What follows belongs to an exercise in optimizing a design on an open flow for small area, a short achievable clock period and few clock cycles per item; a production flow would make more cautious choices.
Only simulation tests tie the RTL to the original design; equivalence was not proved.

## run a
## admm_check_node
module admm_check_node (
	input clk,
	input reset,
	input ready_in,
	input valid_in,
	input [7:0] tag_in,
	input [54:0] messages_in,
	input [54:0] duals_in,
	output busy,
	output ready_out,
	output valid_out,
	output [7:0] tag_out,
	output checkNotSatisfied,
	output [54:0] messages_out,
	output [54:0] duals_out
);
localparam C1 = 1;  
localparam C2 = 1;  
localparam C3 = 1;  
localparam C4 = 1;  
localparam C5 = 1;  
localparam C6 = 1;  
localparam NS = C1 + C2 + C3 + C4 + C5 + C6;
wire en = ready_in;
assign ready_out = ready_in;
reg [NS-1:0] vld;
always @(posedge clk or posedge reset)
	if (reset) vld <= {NS{1'b0}};
	else if (en) vld <= {vld[NS-2:0], valid_in};
assign valid_out = vld[NS-1] & ready_in;
assign busy = |vld;
genvar g, h;
wire [74:0] w0_flat;
wire [4:0] sv0;
wire [4:0] xs;
generate
	for (g = 0; g < 5; g = g + 1) begin : s1
		wire signed [10:0] x = messages_in[11*g +: 11];
		wire signed [10:0] l = duals_in[11*g +: 11];
		wire signed [15:0] xe = x;
		wire signed [15:0] le = {l[10], l, 4'b0000};
		wire signed [15:0] v = xe + le;
		assign sv0[g] = v[15];
		assign w0_flat[15*g +: 15] = (v[14:0] ^ {15{v[15]}}) + v[15];
		assign xs[g] = x[10];
	end
endgenerate
wire cns0 = ^(~xs);
  ...
Size: roughly 7,800 cells after synthesis, roughly 240 I/O pins.
==> flow/config.mk <==
export PLATFORM = sky130hd
export DESIGN_NAME = admm_check_node
export DESIGN_NICKNAME = admm_check_node
export VERILOG_FILES = /design/flow/design.v
export SDC_FILE = /design/flow/constraint.sdc
export NUM_CORES = 4
export LEC_CHECK = 0
export ABC_AREA = 1
export CAP_MARGIN = 20
export CORE_MARGIN = 2
export CORE_UTILIZATION = 60
export CTS_BUF_LIST = sky130_fd_sc_hd__clkbuf_4 sky130_fd_sc_hd__clkbuf_8
export SETUP_SLACK_MARGIN = 4.85
export SLEW_MARGIN = 20
export TNS_END_PERCENT = 20
==> flow/constraint.sdc <==
create_clock -name core_clock -period 10.0 [get_ports {clk}]
set_input_delay 2.0000 -clock core_clock [delete_from_list [all_inputs] [get_ports {clk}]]
set_output_delay 2.0000 -clock core_clock [all_outputs]
set_load 0.01 [all_outputs]
run.sh (not shown) runs the stock make flow with config.mk's settings and CLKGATE_MAP_FILE= SYNTH_SCRIPT=/design/flow/synth_recipe.tcl, a recipe that flattens the netlist after the stock synthesis.
Testbench counts of run a, summed over its fixed seeds: cycles 4,848, items 4,800.
[inputs] run b vs run a
--- a/flow/design.v
+++ b/flow/design.v
@@ -397,58 +397,61 @@
 		wire signed [18:0] tx = {4'b0000, wv} ^ {19{ts5[g]}};
 		wire signed [1:0] tc = {1'b0, ts5[g]};
 		wire signed [18:0] dv = Dv5;
 		wire [19:0] Jx = {dv, 1'b1} + {tx, ts5[g]};
 		wire signed [18:0] J = Jx[19:1];
 		wire y16 = J < 19'sd512;
 		wire sv = sv5[g];
 		wire f = ts5[g] ^ sv;
 		wire [10:0] U = {y16, ~J[9], J[8:0]} ^ {11{f}};
 		wire [10:0] Ui = U + (f ? c_n : c_p);
 		wire [15:0] sr = J[18] ? {~f, 15'h4000} : {Ui, f ? lo_n : lo_p};
 		wire [9:0] cm = (|wv[14:9]) ? 10'd512 : wv[9:0];
-		wire [10:0] c = sv ? -{1'b0, cm} : {1'b0, cm};
-		assign z5_flat[16*g +: 16] = sel5 ? {c, 5'b00000} : sr;
+		wire [10:0] cx = {1'b0, cm} ^ {11{sv}};
+		assign z5_flat[16*g +: 16] = sel5 ? {cx, 5'b00000} : sr;
 	end
 endgenerate
 wire [79:0] z6_flat;
 wire [74:0] w6_flat;
 wire [4:0] sv6;
 wire [8:0] tg6;
 acn_reg #(80, C5) r5z (clk, en, z5_flat, z6_flat);
 acn_reg #(75, C5) r5w (clk, en, w5_flat, w6_flat);
 acn_reg #(5, C5) r5v (clk, en, sv5, sv6);
 acn_reg #(9, C5) r5t (clk, en, tg5, tg6);
+wire sel6;
+acn_reg #(1, C5) r5s (clk, en, sel5, sel6);
 wire [54:0] dual6, msg6;
 generate
 	for (g = 0; g < 5; g = g + 1) begin : s6
 		wire sv = sv6[g];
 		wire [14:0] wv = w6_flat[15*g +: 15];
 		wire [15:0] z = z6_flat[16*g +: 16];
 		wire signed [10:0] zh = z[15:5];
 		wire nz = |z[4:0];
 		wire signed [1:0] nzs = {1'b0, nz};
 		wire signed [11:0] zh4 = z[15:4];
 		wire zz4 = ~(|z[3:0]);
 		wire signed [16:0] vx = {2'b00, wv} ^ {17{sv}};    
 		wire signed [16:0] nvx = {2'b00, wv} ^ {17{~sv}};  
 		wire signed [1:0] svs = {1'b0, sv};
 		wire signed [1:0] nsvs = {1'b0, ~sv};
 		wire [16:0] nzh = ~{{6{zh[10]}}, zh};
-		wire [16:0] kn = {13'd0, 4'd8 + {3'd0, sv} + {3'd0, ~nz}};
+		wire bsv = sel6 & sv;  
+		wire [16:0] kn = {13'd0, 4'd8 + {3'd0, sv & ~sel6} + {3'd0, ~nz}};
 		wire [16:0] ns_, nc_;
 		acn_csa #(17) cn (vx, nzh, kn, ns_, nc_);
 		wire signed [16:0] N = ns_ + nc_;
 		wire [16:0] zh4e = {{5{zh4[11]}}, zh4};
-		wire [16:0] kg = {13'd0, 4'd8 + {3'd0, ~sv}};
+		wire [16:0] kg = {13'd0, 4'd8 + {3'd0, ~sv} + {2'd0, bsv, 1'b0}};
 		wire [16:0] gs_, gc_;
 		acn_csa #(17) cg (zh4e, nvx, kg, gs_, gc_);
 		wire signed [16:0] G = gs_ + gc_;
 		assign dual6[11*g +: 11] = (N >= 17'sd16376) ? 11'h3ff :
 		                           ((N <= -17'sd16361) | ((N == -17'sd16360) & ~nz)) ? 11'h401 : N[14:4];
 		assign msg6[11*g +: 11] = (G >= 17'sd16376) ? 11'h3ff :
 		                          ((G <= -17'sd16361) | ((G == -17'sd16360) & zz4)) ? 11'h401 : G[14:4];
 	end
 endgenerate
 acn_reg #(55, C6) r6d (clk, en, dual6, duals_out);
 acn_reg #(55, C6) r6m (clk, en, msg6, messages_out);
 acn_reg #(9, C6) r6t (clk, en, tg6, {tag_out, checkNotSatisfied});
Findings:
Share of cell area taken by multi-input logic gates: run b > run a
Delta (run b minus run a): clock-buffer cell count now sits lower; number of detailed-routing iterations run before antenna repair now sits lower; maximum fanout count along the critical path now sits higher; adder-cell area share of the yosys netlist now sits at about the same level.
Run b ended with more share of cell area taken by flip-flops and latches than run a.
Measured against each other, run a and run b differ in wire length, the higher figure coming from run a.
[compare] base=run a new=run b: weighted congestion at the end of routability-driven global placement neither gained nor lost much, post-route clock period utilization shows a reduction of 0.19 points, number of nets with antenna violations after detailed routing roughly the same, pin count of the biggest net entering global routing now larger.
Die height across run a and run b: no real change.
Of run a and run b, the run reporting the lower setup slack after layout was run a.
No stage failed in run b, and the final checks on the layout all came back clean.
Testbench counts of run b, summed over its fixed seeds: cycles 4,848, items 4,800.

port drivers added, routing unchanged:
The flow's constraints put no driver on any port. The routed layouts listed below were extracted and timed again, unchanged, in two steps.
Step 1: set_driving_cell puts a clkbuf_16 on clk and a buf_2 on each other input, an assumption about the parent block.
Step 2 adds t to the input delays and takes it off the output delays; t is the mean of the earliest and latest rising clock arrival at the registers after step 1. Input paths then give back, and output paths get back, about the clock's delay inside the block.
a / b / c = ideal / step 1 / step 2; a / b = the first two.
| run | t, ns | setup WS [ns] | worst setup path after step 2 | slew at the worst register clock pin (ns) |
|---|---|---|---|---|
| run a | 0.974 | 4.671 / 4.612 / 4.072 | input to register | 0.08 / 0.08 |
| run b | 0.944 | 4.690 / 4.632 / 4.270 | input to register | 0.08 / 0.08 |
After both steps setup and hold are still met in every run listed. The setup slack of run a, which loses most, moves by -0.059 ns with the drivers and by -0.599 ns with both steps.
